This is an optimization exercise on Yosys and OpenROAD, whose aim is small area and a short achievable clock period, not a production implementation. In this exercise RTL edits were held to simulation tests only and were not proved equivalent to the original. No driver is modelled on the clock port, so clock power and skew are understated where the tree is cut down; a real chip needs a root buffer or a tree.

==> job 9290 <==
Design multiplier_comb_reg, start of the top module:
module multiplier_comb_reg (
    input  logic        CLK_i,
    input  logic [31:0] DIN1_i,
    input  logic [31:0] DIN2_i,
    output logic [63:0] DOUT_o
);
clock: 44.0 ns
lec_check: 0
cap_margin: 20
core_margin: 2
core_utilization: 60
slew_margin: 20
synth_hierarchical: 1
standard.sh (not shown) runs the stock make flow with config.mk's settings and CLKGATE_MAP_FILE= SYNTH_SCRIPT=/design/flow/synth_recipe.tcl, a recipe that flattens the netlist after the stock synthesis.
==> flow/flow/run.sh <==
#!/bin/bash
# Own layout flow: the standard ORFS flow (standard.sh: the standard
# synthesis, floorplan, power grid, placement, CTS and routing) with three
# changes:
#  1. between synthesis and floorplan, flow/post_synth.py re-sizes cells in the
#     synthesized netlist (drive strengths only; cell functions and flip-flop
#     cell types and names are kept);
#  2. the port buffers that buffer_ports inserts are plain buf_1 cells rather
#     than the clock-delay cells it picks by default;
#  3. at the end of the CTS step (POST_CTS_TCL hook), flow/cts_post.tcl
#     replaces the H-tree that clock_tree_synthesis built with a balanced
#     two-level tree: the clock port drives 4 clkbuf_16 buffers, each of which
#     drives 2 clkbuf_16 leaf buffers, each driving the flip-flops of one
#     region. Every flip-flop gets its clock through the same two buffer levels.
set -euo pipefail
R=orfs/results/sky130hd/multiplier_comb_reg/base
bash standard.sh synth > synth.log 2>&1
cp $R/1_2_yosys.v synth_netlist_orig.v
python3 flow/post_synth.py $R/1_2_yosys.v > post_synth.log 2>&1
diff synth_netlist_orig.v $R/1_2_yosys.v > post_synth.diff || true
touch $R/1_2_yosys.v
bash standard.sh \
  "BUFFER_PORTS_ARGS=-buffer_cell sky130_fd_sc_hd__buf_1" \
  "POST_CTS_TCL=$PWD/flow/cts_post.tcl" \
  finish > layout.log 2>&1
==> flow/flow/cts_post.tcl <==
# POST_CTS_TCL hook: rebuild the clock tree as a balanced two-level tree
# (see clock_tree.tcl), then legalize the new buffers.
source [file join [file dirname [info script]] clock_tree.tcl]
my_clock_tree2 4 2 sky130_fd_sc_hd__clkbuf_16 sky130_fd_sc_hd__clkbuf_16
detailed_placement
check_placement -verbose
estimate_parasitics -placement
report_clock_latency
==> flow/flow/post_synth.py <==
#!/usr/bin/env python3
"""Re-size cells in the standard synthesis netlist before the layout.

Only drive strengths change: every cell keeps its function, and every
flip-flop keeps its name and its cell type (dfxtp).
- Combinational cells that ABC's speed script up-sized go back to their
  smallest drive strength (the problem's period puts no pressure on them);
  repair_design later re-sizes any that need it for slew or capacitance.
- The operand flip-flops that drive eight or more pins (most of them drive
  many partial-product gates) get drive strength 2, so repair_design need
  not buffer their outputs.
- Inverters that drive eight or more pins become inv_2 (same area as inv_1).
Usage: post_synth.py NETLIST (edited in place)."""
import re, sys
from collections import Counter

path = sys.argv[1]
txt = open(path).read()
OUT_PINS = {"X", "Y", "Q", "Q_N", "SUM", "COUT", "HI", "LO"}
cell_re = re.compile(r"(\n\s*)(sky130_fd_sc_hd__\w+)(\s+)(\S+)(\s*\()(.*?)(\);)", re.S)
pin_re = re.compile(r"\.(\w+)\(([^()]*)\)")
fanout = Counter()
for m in cell_re.finditer(txt):
    for p, n in pin_re.findall(m.group(6)):
        if p not in OUT_PINS and n.strip():
            fanout[n.strip()] += 1
small = set(("a21oi a21boi a22oi a211oi o211ai o21ai nor2b nand2b nor2 nand2 nor3 nand3 "
             "xor2 xnor2 o22ai a21o o21a or2 and2").split())
stats = Counter()
def fix(m):
    typ, name, body = m.group(2), m.group(4), m.group(6)
    base = re.match(r"sky130_fd_sc_hd__(\w+?)_(\d+)$", typ)
    new = typ
    if base:
        kind, size = base.group(1), base.group(2)
        outs = [n.strip() for p, n in pin_re.findall(body) if p in OUT_PINS]
        fo = max([fanout[o] for o in outs] + [0])
        if kind in small and size in ("2", "4", "8"):
            new = f"sky130_fd_sc_hd__{kind}_1"
            stats["down-sized"] += 1
        elif kind == "dfxtp" and size == "1" and fo >= 8 and re.match(r"\\din[12]_q\[\d+\]\$_DFF_P_$", name):
            new = "sky130_fd_sc_hd__dfxtp_2"
            stats["operand flip-flops to dfxtp_2"] += 1
        elif kind == "inv" and size == "1" and fo >= 8:
            new = "sky130_fd_sc_hd__inv_2"
            stats["inverters to inv_2"] += 1
    return m.group(1) + new + m.group(3) + name + m.group(5) + body + m.group(7)
txt = cell_re.sub(fix, txt)
open(path, "w").write(txt)
print("post_synth:", dict(stats))
Other scripts of this flow, unchanged in this note and not shown: flow/flow/clock_tree.tcl
==> job 3563 (differences from job 9290) <==
--- a/flow/flow/post_synth.py
+++ b/flow/flow/post_synth.py
@@ -7,7 +7,6 @@
   smallest drive strength (the problem's period puts no pressure on them);
   repair_design later re-sizes any that need it for slew or capacitance.
-- The operand flip-flops that drive eight or more pins (most of them drive
-  many partial-product gates) get drive strength 2, so repair_design need
-  not buffer their outputs.
+- The operand flip-flops, which drive many partial-product gates each, get
+  drive strength 2, so repair_design need not buffer their outputs.
 - Inverters that drive eight or more pins become inv_2 (same area as inv_1).
 Usage: post_synth.py NETLIST (edited in place)."""
@@ -39,5 +38,5 @@
             new = f"sky130_fd_sc_hd__{kind}_1"
             stats["down-sized"] += 1
-        elif kind == "dfxtp" and size == "1" and fo >= 8 and re.match(r"\\din[12]_q\[\d+\]\$_DFF_P_$", name):
+        elif kind == "dfxtp" and size == "1" and re.match(r"\\din[12]_q\[\d+\]\$_DFF_P_$", name):
             new = "sky130_fd_sc_hd__dfxtp_2"
             stats["operand flip-flops to dfxtp_2"] += 1
- CORE_UTILIZATION: 60 -> 68
- PLACE_DENSITY: default -> 0.75
==> job 5556 (differences from job 9290) <==
--- a/flow/flow/run.sh
+++ b/flow/flow/run.sh
@@ -10,6 +10,6 @@
 #  3. at the end of the CTS step (POST_CTS_TCL hook), flow/cts_post.tcl
 #     replaces the H-tree that clock_tree_synthesis built with a balanced
-#     two-level tree: the clock port drives 4 clkbuf_16 buffers, each of which
-#     drives 2 clkbuf_16 leaf buffers, each driving the flip-flops of one
+#     two-level tree: the clock port drives 4 buf_12 buffers, each of which
+#     drives 2 buf_12 leaf buffers, each driving the flip-flops of one
 #     region. Every flip-flop gets its clock through the same two buffer levels.
 set -euo pipefail
==> flow/flow/cts_post.tcl (replaced) <==
# POST_CTS_TCL hook: rebuild the clock tree as a balanced two-level tree
# (see clock_tree.tcl), then legalize the new buffers.
source [file join [file dirname [info script]] clock_tree.tcl]
my_clock_tree2 4 2 sky130_fd_sc_hd__buf_12 sky130_fd_sc_hd__buf_12
detailed_placement
check_placement -verbose
estimate_parasitics -placement
report_clock_latency
==> notes <==
Sequential share of layout area, highest first: job 3563, job 5556, job 9290.
Synthesized cell count is the same in job 5556 and job 3563.
The lowest wire length belongs to job 5556, the highest to job 9290.
Worst hold slack: job 3563 is better than job 5556 (0.051 ns).
The highest first-iteration DRC count belongs to job 3563, the lowest to job 9290.
Against job 9290, the core utilization of job 5556 is lower by 0.16 points.
Worst setup slack, lowest first: job 3563, job 9290, job 5556.
Of job 9290 and job 5556, job 5556 has the higher clock skew (gap 0.0092 ns).
Via count: job 5556 is lower than job 9290 (about 0.6%).
Die area: job 5556 is higher than job 3563 (13%).
==> figures <==
End of the critical path: job 3563 DOUT_o[39]; job 5556 DOUT_o[3]; job 9290 DOUT_o[3]
Avg Cell Area, Syn: job 3563 10.9 sq um; job 5556 10.8 sq um; job 9290 10.8 sq um
Global-route met3 utilization: job 3563 0.147; job 5556 0.111; job 9290 0.112
Post-route setup slack: job 3563 34.39 ns; job 5556 34.44 ns; job 9290 34.40 ns
Total placed instance area: job 3563 23200 sq um; job 5556 23200 sq um; job 9290 23200 sq um
Share of final-layout standard cells stronger than drive strength 1: job 3563 0.0578; job 5556 0.0513; job 9290 0.0513
Slew at the pin with the worst max-slew slack: job 3563 0.906 ns; job 5556 0.892 ns; job 9290 0.894 ns
Routability-driven placement congestion ratio: job 3563 0.963; job 5556 0.908; job 9290 0.908
Metal1 wirelength: job 3563 25000 um; job 5556 27600 um; job 9290 27200 um
Die area: job 3563 34000 sq um; job 5556 38400 sq um; job 9290 38400 sq um
First-iteration detailed-routing DRC count: job 3563 2808; job 5556 2460; job 9290 2322
FILL cells: job 3563 2473; job 5556 3087; job 9290 3075
Flip-flop and latch area: job 3563 2640 sq um; job 5556 2620 sq um; job 9290 2620 sq um
Total routing usage reported by global routing: job 3563 0.441; job 5556 0.389; job 9290 0.389
Result of the run: job 3563 timing/DRC/antenna clean; job 5556 timing/DRC/antenna clean; job 9290 timing/DRC/antenna clean
Arrival @ worst endpoint: job 3563 0.81 ns; job 5556 0.76 ns; job 9290 0.80 ns
Final HPWL DP: job 3563 51900 um; job 5556 53000 um; job 9290 53000 um
Worst clock skew: job 3563 0.0510 ns; job 5556 0.0659 ns; job 9290 0.0567 ns
No run of this note takes its clock network from TritonCTS; it comes from the design's own scripts or RTL.

==> port drivers added, routing unchanged <==
In the flow no input, the clock included, has a driving cell. The finished layouts below were timed again as built, in two steps. Step 1 (the two cells are an assumption about what drives the block):
set clk [get_ports {CLK_i}]
set_driving_cell -lib_cell sky130_fd_sc_hd__clkbuf_16 $clk
set_driving_cell -lib_cell sky130_fd_sc_hd__buf_2 [delete_from_list [all_inputs] $clk]
Step 2 adds t to the input delays and takes it off the output delays; t is the mean of the earliest and latest rising clock arrival at the registers after step 1. Input paths then give back, and output paths get back, about the clock's delay inside the block. Slacks: no drivers / after step 1 / after step 2; pairs: no drivers / after step 1.
| run | t (ns) | setup slack, ns | worst setup path after step 2 | worst register clock-pin slew, ns | worst data-port slew with drivers (ns) |
|---|---|---|---|---|---|
| job 9290 | 0.404 | 34.398 / 34.287 / 34.691 | register to output | 0.09 / 0.09 | 0.05 |
| job 3563 | 0.399 | 34.387 / 34.274 / 34.674 | register to output | 0.11 / 0.11 | 0.04 |
| job 5556 | 0.358 | 34.442 / 34.328 / 34.686 | register to output | 0.10 / 0.10 | 0.05 |
After both steps setup and hold are still met in every run listed.
